Background: an optimization exercise with open tools, aiming at small area and a short achievable clock period. Do not read the settings as production practice. No functional check of the RTL was part of any run shown here.

==> flow/design.v (outline; a module is shown in full before it is edited, if it fits) <==
// module fir_pipe_1: 1279 lines
// module fa3: 4 lines
module fir_pipe_1(
    input clk,
    input reset_p,
    input [15:0]x,
    output [15:0]y
    );
  // ...
==> flow/flow/run.sh <==
#!/bin/bash
# Standard layout flow, with the timing repair steps asked to leave a setup
# margin below the clock period (the constraints themselves are unchanged).
set -euo pipefail
bash standard.sh SETUP_SLACK_MARGIN=${FLOW_MARGIN:-6.9} finish > standard.log 2>&1
==> flow/standard.sh <==
#!/bin/bash
# synth_recipe.tcl (not shown) runs the flow's synth.tcl, then flattens the netlist and writes it again
# the make line also repeats each setting of config.mk as NAME=value (left out here)
make -C /OpenROAD-flow-scripts/flow DESIGN_CONFIG=/design/flow/config.mk WORK_HOME=/design/flow/orfs CLKGATE_MAP_FILE= SYNTH_SCRIPT=/design/flow/synth_recipe.tcl "${@:-finish}"
==> flow/config.mk <==
export PLATFORM = sky130hd
export DESIGN_NAME = fir_pipe_1
export DESIGN_NICKNAME = fir_pipe_1
export VERILOG_FILES = /design/flow/design.v
export SDC_FILE = /design/flow/constraint.sdc
export NUM_CORES = 4
export LEC_CHECK = 0
export CAP_MARGIN = 20
export CORE_MARGIN = 2
export CORE_UTILIZATION = 50
export CTS_BUF_LIST = sky130_fd_sc_hd__clkbuf_16
export CTS_CLUSTER_DIAMETER = 80
export CTS_CLUSTER_SIZE = 25
export GPL_ROUTABILITY_DRIVEN = 0
export SLEW_MARGIN = 20
export SYNTH_HIERARCHICAL = 1
==> flow/constraint.sdc <==
create_clock -name core_clock -period 10.0 [get_ports {clk}]
set_input_delay 2.0000 -clock core_clock [delete_from_list [all_inputs] [get_ports {clk}]]
set_output_delay 2.0000 -clock core_clock [all_outputs]
set_load 0.01 [all_outputs]
==> results.txt, run 1 <==
status timing/DRC/antenna clean; GR Util met1 27.2%; TAP cells 600; CP Max Fanout 6; setup repair after global routing missed its margin yes; WP buf/inv 0; CP Cell Sequence fa_1, fa_1, ha_4, and3_4, a221oi_4, o21a_1, o21a_1, o31ai_4, o311a_1, nor3_1, nor3b_1; post-synthesis mux area share 0.0437%; post-CTS setup buffer count 10; Regs by FF count d: 304 flops, rr: 106 flops; grt peak-use layer met2; Die ar. 47,600 um^2; design area 25,600 um^2; Syn Nets 2,096; Multi-input gate area 12,100 um^2; Min Hold Slack 0.313 ns; H-tree depth 1; number of synthesized flops with an enable pin 0; met2 Usage GRT about a third; period utilisation layout 33.1%; cell taking the most area after synthesis dfxtp_1; initial DRC count ~480; synth top area cells dfxtp_1 (43%), fa_1 (36%), ha_1 (6.5%); initial antenna violation count 0; Seq/total area 41.5%; Worst Slack Setup Final around 6.7 ns; multi-input gates roughly 840; sequential cell count 515; most common cell in the netlist dfxtp_1
==> run 2, diff against run 1 <==
--- a/flow/design.v
+++ b/flow/design.v
@@ -22,18 +22,18 @@
         d[11] <= (fill >= 4'd10) ? d[10] : 16'd0;
         for (i = 12; i <= 19; i = i + 1) d[i] <= d[i-1];
     end
     reg [16:0] p0;
     reg [16:0] p1;
     reg [16:0] p2;
     reg [16:0] p3;
     reg [16:0] p4;
-    wire [16:0] pa0_a = {d[9][15], d[9][15], d[9][14], d[9][13], d[9][12], d[9][11], d[9][10], d[9][9], d[9][8], d[9][7], d[9][6], d[9][5], d[9][4], d[9][3], d[9][2], d[9][1], d[9][0]};
-    wire [16:0] pa0_b = {d[19][15], d[19][15], d[19][14], d[19][13], d[19][12], d[19][11], d[19][10], d[19][9], d[19][8], d[19][7], d[19][6], d[19][5], d[19][4], d[19][3], d[19][2], d[19][1], d[19][0]};
+    wire [16:0] pa0_a = {d[9][15],d[9][15],d[9][14],d[9][13],d[9][12],d[9][11],d[9][10],d[9][9],d[9][8],d[9][7],d[9][6],d[9][5],d[9][4],d[9][3],d[9][2],d[9][1],d[9][0]};
+    wire [16:0] pa0_b = {d[19][15],d[19][15],d[19][14],d[19][13],d[19][12],d[19][11],d[19][10],d[19][9],d[19][8],d[19][7],d[19][6],d[19][5],d[19][4],d[19][3],d[19][2],d[19][1],d[19][0]};
     wire [16:0] pa0_g = pa0_a & pa0_b;
     wire [16:0] pa0_p = pa0_a ^ pa0_b;
     wire pa0_G1 = pa0_g[1] | (pa0_p[1] & pa0_g[0]);
     wire pa0_P1 = pa0_p[1] & pa0_p[0];
     wire pa0_G2 = pa0_g[3] | (pa0_p[3] & pa0_g[2]);
     wire pa0_P2 = pa0_p[3] & pa0_p[2];
     wire pa0_G3 = pa0_g[5] | (pa0_p[5] & pa0_g[4]);
     wire pa0_P3 = pa0_p[5] & pa0_p[4];
@@ -81,18 +81,18 @@
     wire pa0_P24 = pa0_p[10] & pa0_P18;
     wire pa0_G25 = pa0_g[12] | (pa0_p[12] & pa0_G16);
     wire pa0_P25 = pa0_p[12] & pa0_P16;
     wire pa0_G26 = pa0_g[14] | (pa0_p[14] & pa0_G19);
     wire pa0_P26 = pa0_p[14] & pa0_P19;
     wire pa0_G27 = pa0_g[16] | (pa0_p[16] & pa0_G15);
     wire pa0_P27 = pa0_p[16] & pa0_P15;
     wire [16:0] pn0 = {pa0_p[16] ^ pa0_G15, pa0_p[15] ^ pa0_G26, pa0_p[14] ^ pa0_G19, pa0_p[13] ^ pa0_G25, pa0_p[12] ^ pa0_G16, pa0_p[11] ^ pa0_G24, pa0_p[10] ^ pa0_G18, pa0_p[9] ^ pa0_G23, pa0_p[8] ^ pa0_G13, pa0_p[7] ^ pa0_G22, pa0_p[6] ^ pa0_G17, pa0_p[5] ^ pa0_G21, pa0_p[4] ^ pa0_G9, pa0_p[3] ^ pa0_G20, pa0_p[2] ^ pa0_G1, pa0_p[1] ^ pa0_g[0], pa0_p[0]};
-    wire [16:0] pa1_a = {d[10][15], d[10][15], d[10][14], d[10][13], d[10][12], d[10][11], d[10][10], d[10][9], d[10][8], d[10][7], d[10][6], d[10][5], d[10][4], d[10][3], d[10][2], d[10][1], d[10][0]};
-    wire [16:0] pa1_b = {d[18][15], d[18][15], d[18][14], d[18][13], d[18][12], d[18][11], d[18][10], d[18][9], d[18][8], d[18][7], d[18][6], d[18][5], d[18][4], d[18][3], d[18][2], d[18][1], d[18][0]};
+    wire [16:0] pa1_a = {d[10][15],d[10][15],d[10][14],d[10][13],d[10][12],d[10][11],d[10][10],d[10][9],d[10][8],d[10][7],d[10][6],d[10][5],d[10][4],d[10][3],d[10][2],d[10][1],d[10][0]};
+    wire [16:0] pa1_b = {d[18][15],d[18][15],d[18][14],d[18][13],d[18][12],d[18][11],d[18][10],d[18][9],d[18][8],d[18][7],d[18][6],d[18][5],d[18][4],d[18][3],d[18][2],d[18][1],d[18][0]};
     wire [16:0] pa1_g = pa1_a & pa1_b;
     wire [16:0] pa1_p = pa1_a ^ pa1_b;
     wire pa1_G1 = pa1_g[1] | (pa1_p[1] & pa1_g[0]);
     wire pa1_P1 = pa1_p[1] & pa1_p[0];
     wire pa1_G2 = pa1_g[3] | (pa1_p[3] & pa1_g[2]);
     wire pa1_P2 = pa1_p[3] & pa1_p[2];
     wire pa1_G3 = pa1_g[5] | (pa1_p[5] & pa1_g[4]);
     wire pa1_P3 = pa1_p[5] & pa1_p[4];
@@ -140,18 +140,18 @@
     wire pa1_P24 = pa1_p[10] & pa1_P18;
     wire pa1_G25 = pa1_g[12] | (pa1_p[12] & pa1_G16);
     wire pa1_P25 = pa1_p[12] & pa1_P16;
     wire pa1_G26 = pa1_g[14] | (pa1_p[14] & pa1_G19);
     wire pa1_P26 = pa1_p[14] & pa1_P19;
     wire pa1_G27 = pa1_g[16] | (pa1_p[16] & pa1_G15);
     wire pa1_P27 = pa1_p[16] & pa1_P15;
     wire [16:0] pn1 = {pa1_p[16] ^ pa1_G15, pa1_p[15] ^ pa1_G26, pa1_p[14] ^ pa1_G19, pa1_p[13] ^ pa1_G25, pa1_p[12] ^ pa1_G16, pa1_p[11] ^ pa1_G24, pa1_p[10] ^ pa1_G18, pa1_p[9] ^ pa1_G23, pa1_p[8] ^ pa1_G13, pa1_p[7] ^ pa1_G22, pa1_p[6] ^ pa1_G17, pa1_p[5] ^ pa1_G21, pa1_p[4] ^ pa1_G9, pa1_p[3] ^ pa1_G20, pa1_p[2] ^ pa1_G1, pa1_p[1] ^ pa1_g[0], pa1_p[0]};
-    wire [16:0] pa2_a = {d[11][15], d[11][15], d[11][14], d[11][13], d[11][12], d[11][11], d[11][10], d[11][9], d[11][8], d[11][7], d[11][6], d[11][5], d[11][4], d[11][3], d[11][2], d[11][1], d[11][0]};
-    wire [16:0] pa2_b = {d[17][15], d[17][15], d[17][14], d[17][13], d[17][12], d[17][11], d[17][10], d[17][9], d[17][8], d[17][7], d[17][6], d[17][5], d[17][4], d[17][3], d[17][2], d[17][1], d[17][0]};
+    wire [16:0] pa2_a = {d[11][15],d[11][15],d[11][14],d[11][13],d[11][12],d[11][11],d[11][10],d[11][9],d[11][8],d[11][7],d[11][6],d[11][5],d[11][4],d[11][3],d[11][2],d[11][1],d[11][0]};
+    wire [16:0] pa2_b = {d[17][15],d[17][15],d[17][14],d[17][13],d[17][12],d[17][11],d[17][10],d[17][9],d[17][8],d[17][7],d[17][6],d[17][5],d[17][4],d[17][3],d[17][2],d[17][1],d[17][0]};
     wire [16:0] pa2_g = pa2_a & pa2_b;
     wire [16:0] pa2_p = pa2_a ^ pa2_b;
     wire pa2_G1 = pa2_g[1] | (pa2_p[1] & pa2_g[0]);
     wire pa2_P1 = pa2_p[1] & pa2_p[0];
     wire pa2_G2 = pa2_g[3] | (pa2_p[3] & pa2_g[2]);
     wire pa2_P2 = pa2_p[3] & pa2_p[2];
     wire pa2_G3 = pa2_g[5] | (pa2_p[5] & pa2_g[4]);
     wire pa2_P3 = pa2_p[5] & pa2_p[4];
@@ -199,18 +199,18 @@
     wire pa2_P24 = pa2_p[10] & pa2_P18;
     wire pa2_G25 = pa2_g[12] | (pa2_p[12] & pa2_G16);
     wire pa2_P25 = pa2_p[12] & pa2_P16;
     wire pa2_G26 = pa2_g[14] | (pa2_p[14] & pa2_G19);
     wire pa2_P26 = pa2_p[14] & pa2_P19;
     wire pa2_G27 = pa2_g[16] | (pa2_p[16] & pa2_G15);
     wire pa2_P27 = pa2_p[16] & pa2_P15;
     wire [16:0] pn2 = {pa2_p[16] ^ pa2_G15, pa2_p[15] ^ pa2_G26, pa2_p[14] ^ pa2_G19, pa2_p[13] ^ pa2_G25, pa2_p[12] ^ pa2_G16, pa2_p[11] ^ pa2_G24, pa2_p[10] ^ pa2_G18, pa2_p[9] ^ pa2_G23, pa2_p[8] ^ pa2_G13, pa2_p[7] ^ pa2_G22, pa2_p[6] ^ pa2_G17, pa2_p[5] ^ pa2_G21, pa2_p[4] ^ pa2_G9, pa2_p[3] ^ pa2_G20, pa2_p[2] ^ pa2_G1, pa2_p[1] ^ pa2_g[0], pa2_p[0]};
-    wire [16:0] pa3_a = {d[12][15], d[12][15], d[12][14], d[12][13], d[12][12], d[12][11], d[12][10], d[12][9], d[12][8], d[12][7], d[12][6], d[12][5], d[12][4], d[12][3], d[12][2], d[12][1], d[12][0]};
-    wire [16:0] pa3_b = {d[16][15], d[16][15], d[16][14], d[16][13], d[16][12], d[16][11], d[16][10], d[16][9], d[16][8], d[16][7], d[16][6], d[16][5], d[16][4], d[16][3], d[16][2], d[16][1], d[16][0]};
+    wire [16:0] pa3_a = {d[12][15],d[12][15],d[12][14],d[12][13],d[12][12],d[12][11],d[12][10],d[12][9],d[12][8],d[12][7],d[12][6],d[12][5],d[12][4],d[12][3],d[12][2],d[12][1],d[12][0]};
+    wire [16:0] pa3_b = {d[16][15],d[16][15],d[16][14],d[16][13],d[16][12],d[16][11],d[16][10],d[16][9],d[16][8],d[16][7],d[16][6],d[16][5],d[16][4],d[16][3],d[16][2],d[16][1],d[16][0]};
     wire [16:0] pa3_g = pa3_a & pa3_b;
     wire [16:0] pa3_p = pa3_a ^ pa3_b;
     wire pa3_G1 = pa3_g[1] | (pa3_p[1] & pa3_g[0]);
     wire pa3_P1 = pa3_p[1] & pa3_p[0];
     wire pa3_G2 = pa3_g[3] | (pa3_p[3] & pa3_g[2]);
     wire pa3_P2 = pa3_p[3] & pa3_p[2];
     wire pa3_G3 = pa3_g[5] | (pa3_p[5] & pa3_g[4]);
     wire pa3_P3 = pa3_p[5] & pa3_p[4];
@@ -258,18 +258,18 @@
     wire pa3_P24 = pa3_p[10] & pa3_P18;
     wire pa3_G25 = pa3_g[12] | (pa3_p[12] & pa3_G16);
     wire pa3_P25 = pa3_p[12] & pa3_P16;
     wire pa3_G26 = pa3_g[14] | (pa3_p[14] & pa3_G19);
     wire pa3_P26 = pa3_p[14] & pa3_P19;
     wire pa3_G27 = pa3_g[16] | (pa3_p[16] & pa3_G15);
     wire pa3_P27 = pa3_p[16] & pa3_P15;
     wire [16:0] pn3 = {pa3_p[16] ^ pa3_G15, pa3_p[15] ^ pa3_G26, pa3_p[14] ^ pa3_G19, pa3_p[13] ^ pa3_G25, pa3_p[12] ^ pa3_G16, pa3_p[11] ^ pa3_G24, pa3_p[10] ^ pa3_G18, pa3_p[9] ^ pa3_G23, pa3_p[8] ^ pa3_G13, pa3_p[7] ^ pa3_G22, pa3_p[6] ^ pa3_G17, pa3_p[5] ^ pa3_G21, pa3_p[4] ^ pa3_G9, pa3_p[3] ^ pa3_G20, pa3_p[2] ^ pa3_G1, pa3_p[1] ^ pa3_g[0], pa3_p[0]};
-    wire [16:0] pa4_a = {d[13][15], d[13][15], d[13][14], d[13][13], d[13][12], d[13][11], d[13][10], d[13][9], d[13][8], d[13][7], d[13][6], d[13][5], d[13][4], d[13][3], d[13][2], d[13][1], d[13][0]};
-    wire [16:0] pa4_b = {d[15][15], d[15][15], d[15][14], d[15][13], d[15][12], d[15][11], d[15][10], d[15][9], d[15][8], d[15][7], d[15][6], d[15][5], d[15][4], d[15][3], d[15][2], d[15][1], d[15][0]};
+    wire [16:0] pa4_a = {d[13][15],d[13][15],d[13][14],d[13][13],d[13][12],d[13][11],d[13][10],d[13][9],d[13][8],d[13][7],d[13][6],d[13][5],d[13][4],d[13][3],d[13][2],d[13][1],d[13][0]};
+    wire [16:0] pa4_b = {d[15][15],d[15][15],d[15][14],d[15][13],d[15][12],d[15][11],d[15][10],d[15][9],d[15][8],d[15][7],d[15][6],d[15][5],d[15][4],d[15][3],d[15][2],d[15][1],d[15][0]};
     wire [16:0] pa4_g = pa4_a & pa4_b;
     wire [16:0] pa4_p = pa4_a ^ pa4_b;
     wire pa4_G1 = pa4_g[1] | (pa4_p[1] & pa4_g[0]);
     wire pa4_P1 = pa4_p[1] & pa4_p[0];
     wire pa4_G2 = pa4_g[3] | (pa4_p[3] & pa4_g[2]);
     wire pa4_P2 = pa4_p[3] & pa4_p[2];
     wire pa4_G3 = pa4_g[5] | (pa4_p[5] & pa4_g[4]);
     wire pa4_P3 = pa4_p[5] & pa4_p[4];
@@ -327,35 +327,35 @@
             p0 <= pn0;
             p1 <= pn1;
             p2 <= pn2;
             p3 <= pn3;
             p4 <= pn4;
         end
     end
     wire fs1, fc2;
-    assign fs1 = p0[6] ^ p1[7];
-    assign fc2 = p0[6] & p1[7];
+    assign fs1 =p0[6] ^p1[7];
+    assign fc2 =p0[6] &p1[7];
     wire fs3, fc4;
     fa3 ufs3 (.a(p1[8]), .b(p1[3]), .c(p2[10]), .s(fs3), .co(fc4));
     wire fs5, fc6;
     fa3 ufs5 (.a(p2[7]), .b(p2[5]), .c(p4[9]), .s(fs5), .co(fc6));
     wire fs7, fc8;
     fa3 ufs7 (.a(p0[8]), .b(p1[9]), .c(p1[4]), .s(fs7), .co(fc8));
     wire fs9, fc10;
     fa3 ufs9 (.a(p2[11]), .b(p2[8]), .c(p2[6]), .s(fs9), .co(fc10));
     wire fs11, fc12;
     fa3 ufs11 (.a(p0[9]), .b(p1[10]), .c(p1[5]), .s(fs11), .co(fc12));
     wire fs13, fc14;
     fa3 ufs13 (.a(p2[12]), .b(p2[9]), .c(p2[7]), .s(fs13), .co(fc14));
     wire fs15, fc16;
     fa3 ufs15 (.a(p3[0]), .b(p4[11]), .c(p4[8]), .s(fs15), .co(fc16));
     wire fs17, fc18;
-    assign fs17 = p4[5] ^ d[15][9];
-    assign fc18 = p4[5] & d[15][9];
+    assign fs17 =p4[5] ^d[15][9];
+    assign fc18 =p4[5] &d[15][9];
     wire fs19, fc20;
     fa3 ufs19 (.a(p1[11]), .b(p1[6]), .c(p2[13]), .s(fs19), .co(fc20));
     wire fs21, fc22;
     fa3 ufs21 (.a(p2[10]), .b(p2[8]), .c(p3[1]), .s(fs21), .co(fc22));
     wire fs23, fc24;
     fa3 ufs23 (.a(p4[12]), .b(p4[9]), .c(p4[6]), .s(fs23), .co(fc24));
     wire fs25, fc26;
     fa3 ufs25 (.a(p0[10]), .b(p0[6]), .c(p1[13]), .s(fs25), .co(fc26));
@@ -367,17 +367,17 @@
     fa3 ufs31 (.a(p2[11]), .b(p2[9]), .c(p3[2]), .s(fs31), .co(fc32));
     wire fs33, fc34;
     fa3 ufs33 (.a(p4[13]), .b(p4[10]), .c(p4[7]), .s(fs33), .co(fc34));
     wire fs35, fc36;
     fa3 ufs35 (.a(p4[1]), .b(d[15][11]), .c(d[15][0]), .s(fs35), .co(fc36));
     wire fs37, fc38;
     fa3 ufs37 (.a(p0[11]), .b(p0[7]), .c(p1[14]), .s(fs37), .co(fc38));
     wire fs39, fc40;
-    assign fs39 = p1[10] ^ p1[5];
+    assign fs39 =p1[10] ^p1[5];
     assign fc40 = ~p1[10] & ~p1[5];
     wire fs41, fc42;
     fa3 ufs41 (.a(p1[13]), .b(p1[8]), .c(p2[15]), .s(fs41), .co(fc42));
     wire fs43, fc44;
     fa3 ufs43 (.a(p2[12]), .b(p2[10]), .c(p3[3]), .s(fs43), .co(fc44));
     wire fs45, fc46;
     fa3 ufs45 (.a(p4[14]), .b(p4[11]), .c(p4[8]), .s(fs45), .co(fc46));
     wire fs47, fc48;
@@ -430,30 +430,30 @@
     fa3 ufs93 (.a(p0[5]), .b(p1[6]), .c(p1[1]), .s(fs93), .co(fc94));
     wire fs95, fc96;
     fa3 ufs95 (.a(p2[8]), .b(p2[5]), .c(p2[3]), .s(fs95), .co(fc96));
     wire fs97, fc98;
     fa3 ufs97 (.a(p4[7]), .b(p4[4]), .c(p4[1]), .s(fs97), .co(fc98));
     wire fs99, fc100;
     fa3 ufs99 (.a(p0[1]), .b(p1[8]), .c(p1[4]), .s(fs99), .co(fc100));
     wire fs101, fc102;
-    assign fs101 = d[15][5] ^ p2[1];
-    assign fc102 = d[15][5] & ~p2[1];
+    assign fs101 =d[15][5] ^p2[1];
+    assign fc102 =d[15][5] & ~p2[1];
     wire fs103, fc104;
     fa3 ufs103 (.a(p1[2]), .b(p2[9]), .c(p2[6]), .s(fs103), .co(fc104));
     wire fs105, fc106;
     fa3 ufs105 (.a(p2[4]), .b(p4[8]), .c(p4[5]), .s(fs105), .co(fc106));
     wire fs107, fc108;
     fa3 ufs107 (.a(p4[2]), .b(d[15][6]), .c(fs1), .s(fs107), .co(fc108));
     wire fs109, fc110;
     fa3 ufs109 (.a(p0[2]), .b(p1[9]), .c(p1[5]), .s(fs109), .co(fc110));
     wire fs111, fc112;
     fa3 ufs111 (.a(p1[0]), .b(p2[2]), .c(p3[7]), .s(fs111), .co(fc112));
     wire fs113, fc114;
-    assign fs113 = p3[3] ^ d[15][8];
+    assign fs113 =p3[3] ^d[15][8];
     assign fc114 = ~p3[3] & ~d[15][8];
     wire fs115, fc116;
     fa3 ufs115 (.a(p4[6]), .b(p4[3]), .c(d[15][7]), .s(fs115), .co(fc116));
     wire fs117, fc118;
     fa3 ufs117 (.a(p0[7]), .b(p0[3]), .c(p1[10]), .s(fs117), .co(fc118));
     wire fs119, fc120;
     fa3 ufs119 (.a(p1[6]), .b(p1[1]), .c(p2[3]), .s(fs119), .co(fc120));
     wire fs121, fc122;
@@ -590,18 +590,18 @@
     fa3 ufs251 (.a(p2[14]), .b(p3[15]), .c(p3[11]), .s(fs251), .co(fc252));
     wire fs253, fc254;
     fa3 ufs253 (.a(d[15][14]), .b(d[15][11]), .c(d[15][9]), .s(fs253), .co(fc254));
     wire fs255, fc256;
     fa3 ufs255 (.a(p1[15]), .b(p3[16]), .c(p3[10]), .s(fs255), .co(fc256));
     wire fs257, fc258;
     fa3 ufs257 (.a(p4[15]), .b(p4[9]), .c(d[15][15]), .s(fs257), .co(fc258));
     wire fs259, fc260;
-    assign fs259 = p0[0] ^ p1[1];
-    assign fc260 = p0[0] & p1[1];
+    assign fs259 =p0[0] ^p1[1];
+    assign fc260 =p0[0] &p1[1];
     wire fs261, fc262;
     fa3 ufs261 (.a(p0[1]), .b(p1[2]), .c(p2[4]), .s(fs261), .co(fc262));
     wire fs263, fc264;
     fa3 ufs263 (.a(p2[1]), .b(p4[3]), .c(p4[0]), .s(fs263), .co(fc264));
     wire fs265, fc266;
     fa3 ufs265 (.a(p1[3]), .b(p2[5]), .c(p2[2]), .s(fs265), .co(fc266));
     wire fs267, fc268;
     fa3 ufs267 (.a(p2[0]), .b(p4[4]), .c(p4[1]), .s(fs267), .co(fc268));
@@ -609,18 +609,18 @@
     fa3 ufs269 (.a(p0[2]), .b(p1[5]), .c(p1[1]), .s(fs269), .co(fc270));
     wire fs271, fc272;
     fa3 ufs271 (.a(p0[3]), .b(p1[4]), .c(p2[6]), .s(fs271), .co(fc272));
     wire fs273, fc274;
     fa3 ufs273 (.a(p2[3]), .b(p2[1]), .c(p4[5]), .s(fs273), .co(fc274));
     wire fs275, fc276;
     fa3 ufs275 (.a(p1[6]), .b(p1[2]), .c(p3[4]), .s(fs275), .co(fc276));
     wire fs277, fc278;
-    assign fs277 = p4[2] ^ d[15][3];
-    assign fc278 = p4[2] & d[15][3];
+    assign fs277 =p4[2] ^d[15][3];
+    assign fc278 =p4[2] &d[15][3];
     wire fs279, fc280;
     fa3 ufs279 (.a(d[15][4]), .b(fs87), .c(fs89), .s(fs279), .co(fc280));
     wire fs281, fc282;
     fa3 ufs281 (.a(p0[0]), .b(p1[7]), .c(p1[3]), .s(fs281), .co(fc282));
     wire fs283, fc284;
     fa3 ufs283 (.a(p2[0]), .b(p3[5]), .c(p3[1]), .s(fs283), .co(fc284));
     wire fs285, fc286;
     fa3 ufs285 (.a(d[15][6]), .b(d[15][0]), .c(p0[3]), .s(fs285), .co(fc286));
@@ -750,28 +750,28 @@
     fa3 ufs409 (.a(p4[10]), .b(d[15][9]), .c(fc256), .s(fs409), .co(fc410));
     wire fs411, fc412;
     fa3 ufs411 (.a(p1[16]), .b(p1[14]), .c(p3[13]), .s(fs411), .co(fc412));
     wire fs413, fc414;
     fa3 ufs413 (.a(p4[16]), .b(d[15][13]), .c(d[15][11]), .s(fs413), .co(fc414));
     wire fs415, fc416;
     fa3 ufs415 (.a(p1[15]), .b(p3[12]), .c(p4[11]), .s(fs415), .co(fc416));
     wire fs417, fc418;
-    assign fs417 = p1[2] ^ p1[0];
-    assign fc418 = p1[2] & p1[0];
+    assign fs417 =p1[2] ^p1[0];
+    assign fc418 =p1[2] &p1[0];
     wire fs419, fc420;
     fa3 ufs419 (.a(p2[3]), .b(p2[0]), .c(p4[2]), .s(fs419), .co(fc420));
     wire fs421, fc422;
     fa3 ufs421 (.a(p1[3]), .b(p3[1]), .c(d[15][2]), .s(fs421), .co(fc422));
     wire fs423, fc424;
     fa3 ufs423 (.a(d[15][1]), .b(fc260), .c(fs261), .s(fs423), .co(fc424));
     wire fs425, fc426;
     fa3 ufs425 (.a(p1[4]), .b(p1[0]), .c(p3[2]), .s(fs425), .co(fc426));
     wire fs427, fc428;
-    assign fs427 = d[15][3] ^ p0[0];
+    assign fs427 =d[15][3] ^p0[0];
     assign fc428 = ~d[15][3] & ~p0[0];
     wire fs429, fc430;
     fa3 ufs429 (.a(d[15][2]), .b(fc262), .c(fc264), .s(fs429), .co(fc430));
     wire fs431, fc432;
     fa3 ufs431 (.a(p3[3]), .b(d[15][4]), .c(p0[1]), .s(fs431), .co(fc432));
     wire fs433, fc434;
     fa3 ufs433 (.a(fs265), .b(fs267), .c(~fs269), .s(fs433), .co(fc434));
     wire fs435, fc436;
@@ -852,83 +852,83 @@
     fa3 ufs509 (.a(fc364), .b(fs369), .c(fc366), .s(fs509), .co(fc510));
     wire fs511, fc512;
     fa3 ufs511 (.a(fc362), .b(~fs373), .c(fs371), .s(fs511), .co(fc512));
     wire fs513, fc514;
     fa3 ufs513 (.a(fs233), .b(fc370), .c(fc374), .s(fs513), .co(fc514));
     wire fs515, fc516;
     fa3 ufs515 (.a(fc368), .b(fs375), .c(fs377), .s(fs515), .co(fc516));
     wire fs517, fc518;
-    fa3 ufs517 (.a(fc372), .b(~fs381), .c(fs379), .s(fs517), .co(fc518));
+    fa3 ufs517 (.a(~fc372), .b(fs381), .c(~fs379), .s(fs517), .co(fc518));
     wire fs519, fc520;
     fa3 ufs519 (.a(fs383), .b(fc382), .c(fs389), .s(fs519), .co(fc520));
     wire fs521, fc522;
     fa3 ufs521 (.a(fc376), .b(fc378), .c(fs385), .s(fs521), .co(fc522));
     wire fs523, fc524;
     fa3 ufs523 (.a(fs387), .b(fs245), .c(fc380), .s(fs523), .co(fc524));
     wire fs525, fc526;
     fa3 ufs525 (.a(fc384), .b(fs391), .c(fs395), .s(fs525), .co(fc526));
     wire fs527, fc528;
     fa3 ufs527 (.a(fc386), .b(fc388), .c(fs393), .s(fs527), .co(fc528));
     wire fs529, fc530;
-    fa3 ufs529 (.a(fs397), .b(fc246), .c(~fc390), .s(fs529), .co(fc530));
+    fa3 ufs529 (.a(~fs397), .b(~fc246), .c(fc390), .s(fs529), .co(fc530));
     wire fs531, fc532;
     fa3 ufs531 (.a(fs257), .b(fc392), .c(fc396), .s(fs531), .co(fc532));
     wire fs533, fc534;
     fa3 ufs533 (.a(fs401), .b(fs403), .c(fc394), .s(fs533), .co(fc534));
     wire fs535, fc536;
     fa3 ufs535 (.a(~fs399), .b(fc398), .c(fs405), .s(fs535), .co(fc536));
     wire fs537, fc538;
     fa3 ufs537 (.a(fc258), .b(fs407), .c(fc400), .s(fs537), .co(fc538));
     wire fs539, fc540;
     fa3 ufs539 (.a(fc402), .b(fc404), .c(fs411), .s(fs539), .co(fc540));
     wire fs541, fc542;
-    fa3 ufs541 (.a(fs413), .b(~fs409), .c(fc406), .s(fs541), .co(fc542));
+    fa3 ufs541 (.a(~fs413), .b(fs409), .c(~fc406), .s(fs541), .co(fc542));
     wire fs543, fc544;
     fa3 ufs543 (.a(d[15][10]), .b(fc408), .c(fs415), .s(fs543), .co(fc544));
     wire fs545, fc546;
     fa3 ufs545 (.a(p3[14]), .b(d[15][14]), .c(d[15][12]), .s(fs545), .co(fc546));
     wire fs547, fc548;
     fa3 ufs547 (.a(fc412), .b(fc414), .c(~fc410), .s(fs547), .co(fc548));
     wire fs549, fc550;
     fa3 ufs549 (.a(p1[16]), .b(p3[13]), .c(p4[12]), .s(fs549), .co(fc550));
     wire fs551, fc552;
     fa3 ufs551 (.a(d[15][15]), .b(d[15][11]), .c(fc416), .s(fs551), .co(fc552));
     wire fs553, fc554;
     fa3 ufs553 (.a(p3[15]), .b(d[15][13]), .c(p1[15]), .s(fs553), .co(fc554));
     wire fs555, fc556;
     fa3 ufs555 (.a(p3[14]), .b(p4[13]), .c(d[15][12]), .s(fs555), .co(fc556));
     wire fs557, fc558;
-    assign fs557 = p1[1] ^ p2[1];
-    assign fc558 = p1[1] & p2[1];
+    assign fs557 =p1[1] ^p2[1];
+    assign fc558 =p1[1] &p2[1];
     wire fs559, fc560;
     fa3 ufs559 (.a(p2[2]), .b(p4[1]), .c(fs417), .s(fs559), .co(fc560));
     wire fs561, fc562;
-    assign fs561 = p3[0] ^ d[15][1];
+    assign fs561 =p3[0] ^d[15][1];
     assign fc562 = ~p3[0] & ~d[15][1];
     wire fs563, fc564;
     fa3 ufs563 (.a(d[15][0]), .b(fc418), .c(fs259), .s(fs563), .co(fc564));
     wire fs565, fc566;
-    fa3 ufs565 (.a(p1[2]), .b(~fs419), .c(fs421), .s(fs565), .co(fc566));
+    fa3 ufs565 (.a(~p1[2]), .b(fs419), .c(~fs421), .s(fs565), .co(fc566));
     wire fs567, fc568;
     fa3 ufs567 (.a(fs427), .b(fc420), .c(fs263), .s(fs567), .co(fc568));
     wire fs569, fc570;
-    fa3 ufs569 (.a(fc422), .b(fs425), .c(~fs423), .s(fs569), .co(fc570));
+    fa3 ufs569 (.a(~fc422), .b(~fs425), .c(fs423), .s(fs569), .co(fc570));
     wire fs571, fc572;
-    fa3 ufs571 (.a(~fc428), .b(fc426), .c(fs431), .s(fs571), .co(fc572));
+    fa3 ufs571 (.a(fc428), .b(~fc426), .c(~fs431), .s(fs571), .co(fc572));
     wire fs573, fc574;
     fa3 ufs573 (.a(fc424), .b(fs429), .c(fs433), .s(fs573), .co(fc574));
     wire fs575, fc576;
     fa3 ufs575 (.a(fc430), .b(fs437), .c(fc434), .s(fs575), .co(fc576));
     wire fs577, fc578;
-    fa3 ufs577 (.a(fc432), .b(fs435), .c(~fs439), .s(fs577), .co(fc578));
+    fa3 ufs577 (.a(~fc432), .b(~fs435), .c(fs439), .s(fs577), .co(fc578));
     wire fs579, fc580;
     fa3 ufs579 (.a(fc438), .b(fs441), .c(fc440), .s(fs579), .co(fc580));
     wire fs581, fc582;
-    fa3 ufs581 (.a(fc436), .b(fs443), .c(~fs445), .s(fs581), .co(fc582));
+    fa3 ufs581 (.a(~fc436), .b(~fs443), .c(fs445), .s(fs581), .co(fc582));
     wire fs583, fc584;
     fa3 ufs583 (.a(fc442), .b(fc446), .c(fs451), .s(fs583), .co(fc584));
     wire fs585, fc586;
     fa3 ufs585 (.a(fc444), .b(fs447), .c(fs449), .s(fs585), .co(fc586));
     wire fs587, fc588;
     fa3 ufs587 (.a(fc448), .b(fc450), .c(fs453), .s(fs587), .co(fc588));
     wire fs589, fc590;
     fa3 ufs589 (.a(fc452), .b(fs455), .c(fs457), .s(fs589), .co(fc590));
@@ -966,57 +966,57 @@
     fa3 ufs621 (.a(fc496), .b(fs503), .c(fc500), .s(fs621), .co(fc622));
     wire fs623, fc624;
     fa3 ufs623 (.a(fc502), .b(fs507), .c(fc506), .s(fs623), .co(fc624));
     wire fs625, fc626;
     fa3 ufs625 (.a(fc504), .b(fs509), .c(~fs511), .s(fs625), .co(fc626));
     wire fs627, fc628;
     fa3 ufs627 (.a(fc508), .b(fs515), .c(fc512), .s(fs627), .co(fc628));
     wire fs629, fc630;
-    fa3 ufs629 (.a(fc510), .b(fs513), .c(~fs517), .s(fs629), .co(fc630));
+    fa3 ufs629 (.a(fc510), .b(fs513), .c(fs517), .s(fs629), .co(fc630));
     wire fs631, fc632;
     fa3 ufs631 (.a(fc516), .b(fs521), .c(fs523), .s(fs631), .co(fc632));
     wire fs633, fc634;
-    fa3 ufs633 (.a(fc514), .b(fs519), .c(~fc518), .s(fs633), .co(fc634));
+    fa3 ufs633 (.a(fc514), .b(fs519), .c(fc518), .s(fs633), .co(fc634));
     wire fs635, fc636;
     fa3 ufs635 (.a(fc522), .b(fs527), .c(fc524), .s(fs635), .co(fc636));
     wire fs637, fc638;
-    fa3 ufs637 (.a(fs525), .b(fc520), .c(~fs529), .s(fs637), .co(fc638));
+    fa3 ufs637 (.a(fs525), .b(fc520), .c(fs529), .s(fs637), .co(fc638));
     wire fs639, fc640;
     fa3 ufs639 (.a(fc528), .b(fs533), .c(fs535), .s(fs639), .co(fc640));
     wire fs641, fc642;
-    fa3 ufs641 (.a(fc526), .b(fs531), .c(~fc530), .s(fs641), .co(fc642));
+    fa3 ufs641 (.a(fc526), .b(fs531), .c(fc530), .s(fs641), .co(fc642));
     wire fs643, fc644;
     fa3 ufs643 (.a(fs539), .b(fc534), .c(fc536), .s(fs643), .co(fc644));
     wire fs645, fc646;
-    fa3 ufs645 (.a(fc532), .b(fs537), .c(~fs541), .s(fs645), .co(fc646));
+    fa3 ufs645 (.a(fc532), .b(fs537), .c(fs541), .s(fs645), .co(fc646));
     wire fs647, fc648;
-    fa3 ufs647 (.a(fs545), .b(~fs543), .c(fc540), .s(fs647), .co(fc648));
+    fa3 ufs647 (.a(~fs545), .b(fs543), .c(~fc540), .s(fs647), .co(fc648));
     wire fs649, fc650;
-    fa3 ufs649 (.a(~fc538), .b(fc542), .c(fs547), .s(fs649), .co(fc650));
+    fa3 ufs649 (.a(fc538), .b(fc542), .c(~fs547), .s(fs649), .co(fc650));
     wire fs651, fc652;
     fa3 ufs651 (.a(fs549), .b(fc544), .c(fs551), .s(fs651), .co(fc652));
     wire fs653, fc654;
     fa3 ufs653 (.a(fc546), .b(fs553), .c(fc548), .s(fs653), .co(fc654));
     wire fs655, fc656;
     fa3 ufs655 (.a(p3[16]), .b(d[15][14]), .c(fc554), .s(fs655), .co(fc656));
     wire fs657, fc658;
     fa3 ufs657 (.a(fc550), .b(fs555), .c(fc552), .s(fs657), .co(fc658));
     wire fs659, fc660;
     fa3 ufs659 (.a(p4[14]), .b(d[15][15]), .c(d[15][13]), .s(fs659), .co(fc660));
     wire fs661, fc662;
     fa3 ufs661 (.a(p3[16]), .b(~p3[15]), .c(fc556), .s(fs661), .co(fc662));
     wire fs663, fc664;
     fa3 ufs663 (.a(p3[16]), .b(p4[15]), .c(d[15][14]), .s(fs663), .co(fc664));
     wire fs665, fc666;
-    fa3 ufs665 (.a(fc640), .b(fs643), .c(~fs645), .s(fs665), .co(fc666));
+    fa3 ufs665 (.a(~fc640), .b(~fs643), .c(fs645), .s(fs665), .co(fc666));
     wire fs667, fc668;
-    fa3 ufs667 (.a(fs647), .b(fc644), .c(~fc646), .s(fs667), .co(fc668));
+    fa3 ufs667 (.a(fs647), .b(~fc644), .c(fc646), .s(fs667), .co(fc668));
     wire fs669, fc670;
-    fa3 ufs669 (.a(~fs651), .b(fc648), .c(fs653), .s(fs669), .co(fc670));
+    fa3 ufs669 (.a(fs651), .b(fc648), .c(~fs653), .s(fs669), .co(fc670));
     wire fs671, fc672;
     fa3 ufs671 (.a(~fs655), .b(fc652), .c(fs657), .s(fs671), .co(fc672));
     wire fs673, fc674;
     fa3 ufs673 (.a(fs659), .b(~fc656), .c(fs661), .s(fs673), .co(fc674));
     wire fs675, fc676;
     fa3 ufs675 (.a(fc658), .b(fs673), .c(fc672), .s(fs675), .co(fc676));
     wire fs677, fc678;
     fa3 ufs677 (.a(p3[15]), .b(fc660), .c(fs663), .s(fs677), .co(fc678));
@@ -1025,30 +1025,30 @@
     wire fs681, fc682;
     fa3 ufs681 (.a(p4[16]), .b(d[15][15]), .c(p3[16]), .s(fs681), .co(fc682));
     wire fs683, fc684;
     fa3 ufs683 (.a(fc664), .b(~fs681), .c(fc678), .s(fs683), .co(fc684));
     reg [107:0] rr;
     wire [107:0] rr_d = {fc684, fc682, fc680, fs683, fc676, fs679, fs675, fc670, fs671, fc654, fc668, fs669, fc650, fs667, fc666, fs649, fs665, fc642, fs641, fc638, fc636, fs639, fs637, fc634, fs635, fc632, fc630, fs633, fc628, fs631, fs629, fc626, fs627, fc624, fs625, fs623, fc620, fc622, fs619, fs621, fc618, fc616, fc614, fs617, fs615, fc612, fs613, fc610, fs611, fc608, fs609, fc606, fc604, fs607, fs605, fc602, fs603, fc600, fs601, fc598, fs599, fc596, fs597, fs595, fc594, fc592, fs593, fs591, fc590, fc588, fs589, fc584, fs587, fc586, fc582, fs583, fs585, fc580, fs581, fc578, fs579, fc576, fs577, fc574, fs575, fc572, fs573, fc570, fs571, fc568, fs569, fc566, fs567, fc564, fs565, fs563, fc560, fc562, fs559, fs561, fc558, p1[1], fs557, p1[0], d[15][0], p4[0], p2[0], p1[0]};
     always @(posedge clk) rr <= rr_d;
     wire fs685, fc686;
-    assign fs685 = rr[2] ^ rr[5];
-    assign fc686 = rr[2] & rr[5];
+    assign fs685 =rr[2] ^rr[5];
+    assign fc686 =rr[2] &rr[5];
     wire fs687, fc688;
     fa3 ufs687 (.a(rr[7]), .b(rr[8]), .c(rr[9]), .s(fs687), .co(fc688));
     wire fs689, fc690;
     fa3 ufs689 (.a(rr[10]), .b(rr[11]), .c(rr[12]), .s(fs689), .co(fc690));
     wire fs691, fc692;
-    fa3 ufs691 (.a(rr[14]), .b(rr[15]), .c(~rr[16]), .s(fs691), .co(fc692));
+    fa3 ufs691 (.a(rr[14]), .b(rr[15]), .c(rr[16]), .s(fs691), .co(fc692));
     wire fs693, fc694;
-    fa3 ufs693 (.a(rr[18]), .b(rr[21]), .c(~rr[19]), .s(fs693), .co(fc694));
+    fa3 ufs693 (.a(rr[18]), .b(rr[21]), .c(rr[19]), .s(fs693), .co(fc694));
     wire fs695, fc696;
-    fa3 ufs695 (.a(rr[23]), .b(rr[24]), .c(~rr[22]), .s(fs695), .co(fc696));
+    fa3 ufs695 (.a(rr[23]), .b(rr[24]), .c(rr[22]), .s(fs695), .co(fc696));
     wire fs697, fc698;
-    fa3 ufs697 (.a(rr[26]), .b(rr[27]), .c(~rr[28]), .s(fs697), .co(fc698));
+    fa3 ufs697 (.a(rr[26]), .b(rr[27]), .c(rr[28]), .s(fs697), .co(fc698));
     wire fs699, fc700;
     fa3 ufs699 (.a(rr[30]), .b(rr[32]), .c(~rr[31]), .s(fs699), .co(fc700));
     wire fs701, fc702;
     fa3 ufs701 (.a(rr[36]), .b(rr[37]), .c(~rr[34]), .s(fs701), .co(fc702));
     wire fs703, fc704;
     fa3 ufs703 (.a(rr[39]), .b(rr[40]), .c(~rr[38]), .s(fs703), .co(fc704));
     wire fs705, fc706;
     fa3 ufs705 (.a(rr[42]), .b(rr[45]), .c(~rr[43]), .s(fs705), .co(fc706));
@@ -1070,32 +1070,32 @@
     fa3 ufs721 (.a(rr[76]), .b(rr[77]), .c(~rr[74]), .s(fs721), .co(fc722));
     wire fs723, fc724;
     fa3 ufs723 (.a(rr[80]), .b(rr[81]), .c(~rr[78]), .s(fs723), .co(fc724));
     wire fs725, fc726;
     fa3 ufs725 (.a(rr[84]), .b(rr[85]), .c(~rr[82]), .s(fs725), .co(fc726));
     wire fs727, fc728;
     fa3 ufs727 (.a(rr[88]), .b(rr[89]), .c(~rr[86]), .s(fs727), .co(fc728));
     wire fs729, fc730;
-    assign fs729 = rr[3] ^ rr[4];
+    assign fs729 =rr[3] ^rr[4];
     assign fc730 = ~rr[3] & ~rr[4];
     wire fs731, fc732;
     fa3 ufs731 (.a(~rr[6]), .b(fc686), .c(fs687), .s(fs731), .co(fc732));
     wire fs733, fc734;
-    fa3 ufs733 (.a(~rr[13]), .b(fc688), .c(fs689), .s(fs733), .co(fc734));
+    fa3 ufs733 (.a(rr[13]), .b(fc688), .c(fs689), .s(fs733), .co(fc734));
     wire fs735, fc736;
-    fa3 ufs735 (.a(~rr[17]), .b(fc690), .c(fs691), .s(fs735), .co(fc736));
+    fa3 ufs735 (.a(rr[17]), .b(fc690), .c(fs691), .s(fs735), .co(fc736));
     wire fs737, fc738;
-    fa3 ufs737 (.a(~rr[20]), .b(fc692), .c(fs693), .s(fs737), .co(fc738));
+    fa3 ufs737 (.a(rr[20]), .b(fc692), .c(fs693), .s(fs737), .co(fc738));
     wire fs739, fc740;
-    fa3 ufs739 (.a(~rr[25]), .b(fc694), .c(fs695), .s(fs739), .co(fc740));
+    fa3 ufs739 (.a(rr[25]), .b(fc694), .c(fs695), .s(fs739), .co(fc740));
     wire fs741, fc742;
-    fa3 ufs741 (.a(~rr[29]), .b(fc696), .c(fs697), .s(fs741), .co(fc742));
+    fa3 ufs741 (.a(rr[29]), .b(fc696), .c(fs697), .s(fs741), .co(fc742));
     wire fs743, fc744;
-    fa3 ufs743 (.a(~rr[33]), .b(fc698), .c(fs699), .s(fs743), .co(fc744));
+    fa3 ufs743 (.a(rr[33]), .b(fc698), .c(fs699), .s(fs743), .co(fc744));
     wire fs745, fc746;
     fa3 ufs745 (.a(~rr[35]), .b(fc700), .c(fs701), .s(fs745), .co(fc746));
     wire fs747, fc748;
     fa3 ufs747 (.a(~rr[41]), .b(fc702), .c(fs703), .s(fs747), .co(fc748));
     wire fs749, fc750;
     fa3 ufs749 (.a(~rr[44]), .b(fc704), .c(fs705), .s(fs749), .co(fc750));
     wire fs751, fc752;
     fa3 ufs751 (.a(~rr[47]), .b(fc706), .c(fs707), .s(fs751), .co(fc752));
@@ -1115,170 +1115,26 @@
     fa3 ufs765 (.a(~rr[75]), .b(fc720), .c(fs721), .s(fs765), .co(fc766));
     wire fs767, fc768;
     fa3 ufs767 (.a(~rr[79]), .b(fc722), .c(fs723), .s(fs767), .co(fc768));
     wire fs769, fc770;
     fa3 ufs769 (.a(~rr[83]), .b(fc724), .c(fs725), .s(fs769), .co(fc770));
     wire fs771, fc772;
     fa3 ufs771 (.a(~rr[87]), .b(fc726), .c(fs727), .s(fs771), .co(fc772));
     wire fs773, fc774;
-    fa3 ufs773 (.a(rr[90]), .b(~rr[91]), .c(fc728), .s(fs773), .co(fc774));
+    fa3 ufs773 (.a(rr[90]), .b(rr[91]), .c(fc728), .s(fs773), .co(fc774));
     wire fs775, fc776;
     fa3 ufs775 (.a(rr[92]), .b(rr[93]), .c(rr[94]), .s(fs775), .co(fc776));
     wire fs777, fc778;
     fa3 ufs777 (.a(rr[95]), .b(rr[96]), .c(rr[97]), .s(fs777), .co(fc778));
     wire fs779, fc780;
-    fa3 ufs779 (.a(~rr[99]), .b(rr[98]), .c(rr[100]), .s(fs779), .co(fc780));
-    wire [31:0] fin_a = {1'b1, rr[107], rr[104], rr[102], ~fc780, ~fc778, ~fc776, fc774, fc772, fc770, fc768, fc766, fc764, fc762, fc760, fc758, fc756, fc754, fc752, fc750, fc748, fc746, fc744, fc742, fc740, fc738, fc736, fc734, fc732, fc730, fs729, rr[0]};
-    wire [31:0] fin_b = {1'b0, ~rr[106], rr[105], rr[103], rr[101], ~fs779, ~fs777, ~fs775, fs773, fs771, fs769, fs767, fs765, fs763, fs761, fs759, fs757, fs755, fs753, fs751, fs749, fs747, fs745, fs743, fs741, fs739, fs737, fs735, fs733, fs731, fs685, rr[1]};
-    wire [31:0] fin_g = fin_a & fin_b;
-    wire [31:0] fin_p = fin_a ^ fin_b;
-    wire fin_G1 = fin_g[1] | (fin_p[1] & fin_g[0]);
-    wire fin_P1 = fin_p[1] & fin_p[0];
-    wire fin_G2 = fin_g[3] | (fin_p[3] & fin_g[2]);
-    wire fin_P2 = fin_p[3] & fin_p[2];
-    wire fin_G3 = fin_g[5] | (fin_p[5] & fin_g[4]);
-    wire fin_P3 = fin_p[5] & fin_p[4];
-    wire fin_G4 = fin_g[7] | (fin_p[7] & fin_g[6]);
-    wire fin_P4 = fin_p[7] & fin_p[6];
-    wire fin_G5 = fin_g[9] | (fin_p[9] & fin_g[8]);
-    wire fin_P5 = fin_p[9] & fin_p[8];
-    wire fin_G6 = fin_g[11] | (fin_p[11] & fin_g[10]);
-    wire fin_P6 = fin_p[11] & fin_p[10];
-    wire fin_G7 = fin_g[13] | (fin_p[13] & fin_g[12]);
-    wire fin_P7 = fin_p[13] & fin_p[12];
-    wire fin_G8 = fin_g[15] | (fin_p[15] & fin_g[14]);
-    wire fin_P8 = fin_p[15] & fin_p[14];
-    wire fin_G9 = fin_G2 | (fin_P2 & fin_G1);
-    wire fin_P9 = fin_P2 & fin_P1;
-    wire fin_G10 = fin_G4 | (fin_P4 & fin_G3);
-    wire fin_P10 = fin_P4 & fin_P3;
-    wire fin_G11 = fin_G6 | (fin_P6 & fin_G5);
-    wire fin_P11 = fin_P6 & fin_P5;
-    wire fin_G12 = fin_G8 | (fin_P8 & fin_G7);
-    wire fin_P12 = fin_P8 & fin_P7;
-    wire fin_G13 = fin_G10 | (fin_P10 & fin_G9);
-    wire fin_P13 = fin_P10 & fin_P9;
-    wire fin_G14 = fin_G12 | (fin_P12 & fin_G11);
-    wire fin_P14 = fin_P12 & fin_P11;
-    wire fin_G15 = fin_G14 | (fin_P14 & fin_G13);
-    wire fin_G16 = fin_g[17] | (fin_p[17] & fin_g[16]);
-    wire fin_P16 = fin_p[17] & fin_p[16];
-    wire fin_G17 = fin_g[18] | (fin_p[18] & fin_g[17]);
-    wire fin_P17 = fin_p[18] & fin_p[17];
-    wire fin_G18 = fin_g[19] | (fin_p[19] & fin_g[18]);
-    wire fin_P18 = fin_p[19] & fin_p[18];
-    wire fin_G19 = fin_g[20] | (fin_p[20] & fin_g[19]);
-    wire fin_P19 = fin_p[20] & fin_p[19];
-    wire fin_G20 = fin_g[21] | (fin_p[21] & fin_g[20]);
-    wire fin_P20 = fin_p[21] & fin_p[20];
-    wire fin_G21 = fin_g[22] | (fin_p[22] & fin_g[21]);
-    wire fin_P21 = fin_p[22] & fin_p[21];
-    wire fin_G22 = fin_g[23] | (fin_p[23] & fin_g[22]);
-    wire fin_P22 = fin_p[23] & fin_p[22];
-    wire fin_G23 = fin_g[24] | (fin_p[24] & fin_g[23]);
-    wire fin_P23 = fin_p[24] & fin_p[23];
-    wire fin_G24 = fin_g[25] | (fin_p[25] & fin_g[24]);
-    wire fin_P24 = fin_p[25] & fin_p[24];
-    wire fin_G25 = fin_g[26] | (fin_p[26] & fin_g[25]);
-    wire fin_P25 = fin_p[26] & fin_p[25];
-    wire fin_G26 = fin_g[27] | (fin_p[27] & fin_g[26]);
-    wire fin_P26 = fin_p[27] & fin_p[26];
-    wire fin_G27 = fin_g[28] | (fin_p[28] & fin_g[27]);
-    wire fin_P27 = fin_p[28] & fin_p[27];
-    wire fin_G28 = fin_g[29] | (fin_p[29] & fin_g[28]);
-    wire fin_P28 = fin_p[29] & fin_p[28];
-    wire fin_G29 = fin_g[30] | (fin_p[30] & fin_g[29]);
-    wire fin_P29 = fin_p[30] & fin_p[29];
-    wire fin_G30 = fin_g[31] | (fin_p[31] & fin_g[30]);
-    wire fin_P30 = fin_p[31] & fin_p[30];
-    wire fin_G31 = fin_G17 | (fin_P17 & fin_g[16]);
-    wire fin_P31 = fin_P17 & fin_p[16];
-    wire fin_G32 = fin_G18 | (fin_P18 & fin_G16);
-    wire fin_P32 = fin_P18 & fin_P16;
-    wire fin_G33 = fin_G19 | (fin_P19 & fin_G17);
-    wire fin_P33 = fin_P19 & fin_P17;
-    wire fin_G34 = fin_G20 | (fin_P20 & fin_G18);
-    wire fin_P34 = fin_P20 & fin_P18;
-    wire fin_G35 = fin_G21 | (fin_P21 & fin_G19);
-    wire fin_P35 = fin_P21 & fin_P19;
-    wire fin_G36 = fin_G22 | (fin_P22 & fin_G20);
-    wire fin_P36 = fin_P22 & fin_P20;
-    wire fin_G37 = fin_G23 | (fin_P23 & fin_G21);
-    wire fin_P37 = fin_P23 & fin_P21;
-    wire fin_G38 = fin_G24 | (fin_P24 & fin_G22);
-    wire fin_P38 = fin_P24 & fin_P22;
-    wire fin_G39 = fin_G25 | (fin_P25 & fin_G23);
-    wire fin_P39 = fin_P25 & fin_P23;
-    wire fin_G40 = fin_G26 | (fin_P26 & fin_G24);
-    wire fin_P40 = fin_P26 & fin_P24;
-    wire fin_G41 = fin_G27 | (fin_P27 & fin_G25);
-    wire fin_P41 = fin_P27 & fin_P25;
-    wire fin_G42 = fin_G28 | (fin_P28 & fin_G26);
-    wire fin_P42 = fin_P28 & fin_P26;
-    wire fin_G43 = fin_G29 | (fin_P29 & fin_G27);
-    wire fin_P43 = fin_P29 & fin_P27;
-    wire fin_G44 = fin_G30 | (fin_P30 & fin_G28);
-    wire fin_P44 = fin_P30 & fin_P28;
-    wire fin_G45 = fin_G33 | (fin_P33 & fin_g[16]);
-    wire fin_P45 = fin_P33 & fin_p[16];
-    wire fin_G46 = fin_G34 | (fin_P34 & fin_G16);
-    wire fin_P46 = fin_P34 & fin_P16;
-    wire fin_G47 = fin_G35 | (fin_P35 & fin_G31);
-    wire fin_P47 = fin_P35 & fin_P31;
-    wire fin_G48 = fin_G36 | (fin_P36 & fin_G32);
-    wire fin_P48 = fin_P36 & fin_P32;
-    wire fin_G49 = fin_G37 | (fin_P37 & fin_G33);
-    wire fin_P49 = fin_P37 & fin_P33;
-    wire fin_G50 = fin_G38 | (fin_P38 & fin_G34);
-    wire fin_P50 = fin_P38 & fin_P34;
-    wire fin_G51 = fin_G39 | (fin_P39 & fin_G35);
-    wire fin_P51 = fin_P39 & fin_P35;
-    wire fin_G52 = fin_G40 | (fin_P40 & fin_G36);
-    wire fin_P52 = fin_P40 & fin_P36;
-    wire fin_G53 = fin_G41 | (fin_P41 & fin_G37);
-    wire fin_P53 = fin_P41 & fin_P37;
-    wire fin_G54 = fin_G42 | (fin_P42 & fin_G38);
-    wire fin_P54 = fin_P42 & fin_P38;
-    wire fin_G55 = fin_G43 | (fin_P43 & fin_G39);
-    wire fin_P55 = fin_P43 & fin_P39;
-    wire fin_G56 = fin_G44 | (fin_P44 & fin_G40);
-    wire fin_P56 = fin_P44 & fin_P40;
-    wire fin_G57 = fin_G49 | (fin_P49 & fin_g[16]);
-    wire fin_P57 = fin_P49 & fin_p[16];
-    wire fin_G58 = fin_G50 | (fin_P50 & fin_G16);
-    wire fin_P58 = fin_P50 & fin_P16;
-    wire fin_G59 = fin_G51 | (fin_P51 & fin_G31);
-    wire fin_P59 = fin_P51 & fin_P31;
-    wire fin_G60 = fin_G52 | (fin_P52 & fin_G32);
-    wire fin_P60 = fin_P52 & fin_P32;
-    wire fin_G61 = fin_G53 | (fin_P53 & fin_G45);
-    wire fin_P61 = fin_P53 & fin_P45;
-    wire fin_G62 = fin_G54 | (fin_P54 & fin_G46);
-    wire fin_P62 = fin_P54 & fin_P46;
-    wire fin_G63 = fin_G55 | (fin_P55 & fin_G47);
-    wire fin_P63 = fin_P55 & fin_P47;
-    wire fin_G64 = fin_G56 | (fin_P56 & fin_G48);
-    wire fin_P64 = fin_P56 & fin_P48;
-    wire fin_C65 = fin_g[16] | (fin_p[16] & fin_G15);
-    wire fin_C66 = fin_G16 | (fin_P16 & fin_G15);
-    wire fin_C67 = fin_G31 | (fin_P31 & fin_G15);
-    wire fin_C68 = fin_G32 | (fin_P32 & fin_G15);
-    wire fin_C69 = fin_G45 | (fin_P45 & fin_G15);
-    wire fin_C70 = fin_G46 | (fin_P46 & fin_G15);
-    wire fin_C71 = fin_G47 | (fin_P47 & fin_G15);
-    wire fin_C72 = fin_G48 | (fin_P48 & fin_G15);
-    wire fin_C73 = fin_G57 | (fin_P57 & fin_G15);
-    wire fin_C74 = fin_G58 | (fin_P58 & fin_G15);
-    wire fin_C75 = fin_G59 | (fin_P59 & fin_G15);
-    wire fin_C76 = fin_G60 | (fin_P60 & fin_G15);
-    wire fin_C77 = fin_G61 | (fin_P61 & fin_G15);
-    wire fin_C78 = fin_G62 | (fin_P62 & fin_G15);
-    wire fin_C79 = fin_G63 | (fin_P63 & fin_G15);
-    wire [31:0] acc = {fin_p[31] ^ fin_C79, fin_p[30] ^ fin_C78, fin_p[29] ^ fin_C77, fin_p[28] ^ fin_C76, fin_p[27] ^ fin_C75, fin_p[26] ^ fin_C74, fin_p[25] ^ fin_C73, fin_p[24] ^ fin_C72, fin_p[23] ^ fin_C71, fin_p[22] ^ fin_C70, fin_p[21] ^ fin_C69, fin_p[20] ^ fin_C68, fin_p[19] ^ fin_C67, fin_p[18] ^ fin_C66, fin_p[17] ^ fin_C65, fin_p[16] ^ fin_G15, 1'b0, 1'b0, 1'b0, 1'b0, 1'b0, 1'b0, 1'b0, 1'b0, 1'b0, 1'b0, 1'b0, 1'b0, 1'b0, 1'b0, 1'b0, 1'b0};
+    fa3 ufs779 (.a(rr[99]), .b(~rr[98]), .c(rr[100]), .s(fs779), .co(fc780));
+    wire [31:0] fa_ = {1'b0,rr[107],rr[104],rr[102], fc780, fc778, fc776,fc774,fc772,fc770,fc768,fc766,fc764,fc762,fc760,fc758,fc756,fc754,fc752,fc750,fc748,fc746,fc744,fc742,fc740,fc738,fc736,fc734,fc732,fc730,fs729,rr[0]};
+    wire [31:0] fb_ = {1'b0, ~rr[106],rr[105],rr[103],rr[101], fs779, fs777, fs775,fs773,fs771,fs769,fs767,fs765,fs763,fs761,fs759,fs757,fs755,fs753,fs751,fs749,fs747,fs745,fs743,fs741,fs739,fs737,fs735,fs733,fs731,fs685,rr[1]};
+    wire [31:0] acc = fa_ + fb_ + 32'd2147483648;
     reg [15:0] y_r;
     always @(posedge clk) y_r <= (fill == 4'd11) ? acc[31:16] : 16'd0;
     assign y = y_r;
 endmodule
 module fa3(input a, input b, input c, output s, output co);
     assign s = a ^ b ^ c;
     assign co = (a & b) | (a & c) | (b & c);
 endmodule
==> results.txt, run 2 <==
CTS Buf Count 27 (was 28); CP Cell Sequence fa_1, fa_1, ha_1, a21oi_1, and4_4, or4_4, a211o_1, a211oi_2, o21a_1, nor3_2 (was fa_1, fa_1, ha_4, and3_4, a221oi_4, o21a_1, o21a_1, o31ai_4, o311a_1, nor3_1, nor3b_1); Final Skew 0.0315 ns (was 0.0192 ns); Top-Level Pins 34 (unchanged); die height 219 um (was 218 um); Port-buffer cells 33 (unchanged); Final HPWL DP 38,300 um (was 35,500 um); vias in the first global route 12.8k (was 12.3k); Crit. End Element flop (unchanged); ys flop type dfxtp_1 (unchanged); CP arrival 3.88 ns (was 3.79 ns); critical path data required time 10.47 ns (was 10.48 ns); CORE AREA 45,600 um^2 (was 45,300 um^2); CP delay by family, top adder cells (unchanged); detailed-route DRC error count 0 (unchanged); minimum clock period 3.41 ns (was 3.31 ns); Area Overhead vs Synth 11.4% (was 11.6%); Top reg by flops d (unchanged); Slew Viols, Final 0 (unchanged); num rows 78 (unchanged); Initial Utilization 50.9% (was 50.6%); initial DRC count 798 (was 483); die width 219 um (was 218 um); initial antenna violation count 1 (was 0); FMAX 293 MHz (was 302 MHz); Setup Slack @ Placement 6.40 ns (about the same); Die ar. 48,200 um^2 (was 47,600 um^2); Hold Crit Class reg2reg (unchanged); max capacitance violation total 0 (unchanged); setup repair after global routing missed its margin yes (unchanged); Antenna Nets Post-Route 0 (unchanged); Avg Synthesized Cell Area 14.6 um^2 (was 14.9 um^2); asr flop ratio synth 3.88% (unchanged); GR Overflow Total 0 (unchanged); commonest non-fill, non-tap cell in the layout dfxtp_1 (was fa_1); largest net degree at the start of global routing 27 (unchanged); Largest register FFs 304 (unchanged); WS Path Type reg2reg (unchanged); Via density 5.06 (was 4.86); Regs by FF count d: 304 flops, rr: 106 flops (unchanged); Max stage delay cell, worst path or4_4 (was fa_1); setup_tns 0 ns (unchanged); Post-Synthesis Cell Area 23,200 um^2 (was 22,900 um^2); drt first pass iters 4 (unchanged); Synth Register Bits 515 (unchanged); Synth top cells by count dfxtp_1 (495), fa_1 (417), inv_1 (175) (was dfxtp_1 (495), fa_1 (418), inv_1 (185)); Critical Path Source Type flop (unchanged); synthesis warning total 9 (unchanged); layout cells sized above 1 13.4% (was 15.0%); CP Max Fanout 3 (was 6); Finished Core Util 56.8% (was 56.5%); final wirelength 47,600 um (was 44,600 um); Syn Inst Count 1,594 (was 1,540); most common cell in the netlist dfxtp_1 (unchanged); Tot GR Track Use 21.0% (was 20.2%); synth top area cells dfxtp_1 (43%), fa_1 (36%), ha_1 (6.5%) (unchanged); sequential share of the synthesized area 44.8% (was 45.4%); Worst-path clk slew 0.09 ns (was 0.10 ns); status timing/DRC/antenna clean (unchanged); WP buf/inv 0 (unchanged); CTS sink cnt 515 (unchanged); relative slew slack 39.8% (was 47.6%); CP peak stage delay 0.57 ns (about the same); Syn Nets 2,149 (was 2,096); clk root buf clkbuf_16 (unchanged); Final setup violation count 0 (unchanged); routed len/inst 20.6 um (was 19.8 um); clk buf depth 3 (unchanged); Worst path most repeated cell fa_1; later-pin clock latency in the skew report 0.61 ns (about the same); Fin. Hold Viols 0 (unchanged); fillcell total 3,650 (was 3,718); count of cell types in the netlist 53 (was 59); Worst Slack Setup Final 6.59 ns (was 6.69 ns); H-tree depth 1 (unchanged); most frequent cells in the layout dfxtp_1 (416), fa_1 (409), inv_1 (178) (was fa_1 (406), dfxtp_1 (405), inv_1 (188)); Synth top area share 42.7% (was 43.2%); cell taking the most area after synthesis dfxtp_1 (unchanged); first-pass GRT wire length 74,800 um (was 70,400 um); number of synthesized flops with an enable pin 0 (unchanged); routed vias 11.7k (was 10.9k); Cell Count, Final, Fillers Out 2,310 (was 2,249); worst slew pin tran 0.903 ns (was 0.786 ns); period utilisation layout 34.1% (was 33.1%); TritonCTS clock tree built (unchanged); Final #Nets 2,252 (was 2,190); Placed Instances 2,224 (was 2,170)
==> run 2: changes by cell type in the layout (fill, tap and decap cells not counted), moves of 8 or more <==
cell     delta
dfxtp_2    -29
a21oi_1    +25
dfxtp_4    +18
o21ai_0    +13
buf_4      +12
dfxtp_1    +11
inv_1      -10
nand2_1     +8
nand3_1     +8
==> run 2: repair_timing <==
action,in CTS,in global routing
pin swaps,8,45
gates resized for setup,169,74
hold buffers,0,0
endpoints found under the setup margin,77,42
setup buffers,9,35
==> run 2: layer usage <==
metal,share of wire (%),track usage [%],up-vias
li1,-,-,5260
met1,46,30.3,5960
met2,45,32.9,364
met3,6.1,3.85,94
met4,3.5,5.72,0
met5,0,0,-
==> run 2: layout make-up <==
cell class	instances	area, um^2	share of cell area (%)
multi-input cells	898	12400	47.8
inverters	175	657	2.54
clock buffers	27	676	2.61
repair buffers	80	621	2.40
flip-flops and latches	515	10600	41.1
diodes	1	2.50	0.00967
clock inverters	14	148	0.571
well taps	600	751	2.90
==> run 2: modules after synthesis (local to each module, per instance) <==
module	cells inside	cell area, um^2	copies in the design	flip-flops and latches
fir_pipe_1	1217	15700	1	515
fa3	1	20.0	377	0
==> run 2: metrics by stage <==
step	hold slack, ns	cell area (um^2)
floorplan	0.310	23300
global placement	0.310	24400
detailed placement	0.312	24400
CTS	0.325	25400
global route	0.324	25900
finish	0.321	25900
==> run 2: worst paths after layout <==
path                       startpoint       end  slack [ns]  cells past startpoint
max in group asynchronous     reset_p   fill[2]        7.90                      3
hold / removal               d[6][14]  d[7][14]        0.32                      0
setup reg to reg                rr[7]   y_r[13]        6.59                     10
min in group asynchronous     reset_p   d[1][1]        1.56                      2
hold reg to reg              d[6][14]  d[7][14]        0.32                      0
setup / recovery                rr[7]   y_r[13]        6.59                     10
==> run 2: cells by family (layout without fill, tap and decap cells) <==
logic type,Yosys count,after routing,synth area share [%]
other,0,1,0
multiplexers,4,4,0.178
buffers and inverters,181,296,2.93
AO/OA/AOI/OAI,159,159,4.53
XOR/XNOR,45,45,1.70
adder cells (fa/ha/maj),537,537,42.4
flip-flops,515,515,44.8
AND/OR/NAND/NOR,153,153,3.41

[afterwards: timing with drivers on the ports]
The flow's constraints put no driver on any port. The routed layouts listed below were extracted and timed again, unchanged, in two steps.
Step 1 (the two cells are an assumption about what drives the block):
set clk [get_ports {clk}]
set_driving_cell -lib_cell sky130_fd_sc_hd__clkbuf_16 $clk
set_driving_cell -lib_cell sky130_fd_sc_hd__buf_2 [delete_from_list [all_inputs] $clk]
Step 2 moves the port delays by t, midway between the first and last clock arrival at a register: inputs arrive t later, outputs are due t later. That takes back most of the time a late clock gives input paths.
Slacks: no drivers / after step 1 / after step 2; pairs: no drivers / after step 1.
| run | shift t [ns] | setup slack, ns | worst data-port slew with drivers (ns) |
|---|---|---|---|
| run 1 | 0.655 | 6.688 / 6.688 / 6.688 | 0.03 |
| run 2 | 0.647 | 6.592 / 6.592 / 6.592 | 0.03 |
After both steps every run listed still meets setup and hold.
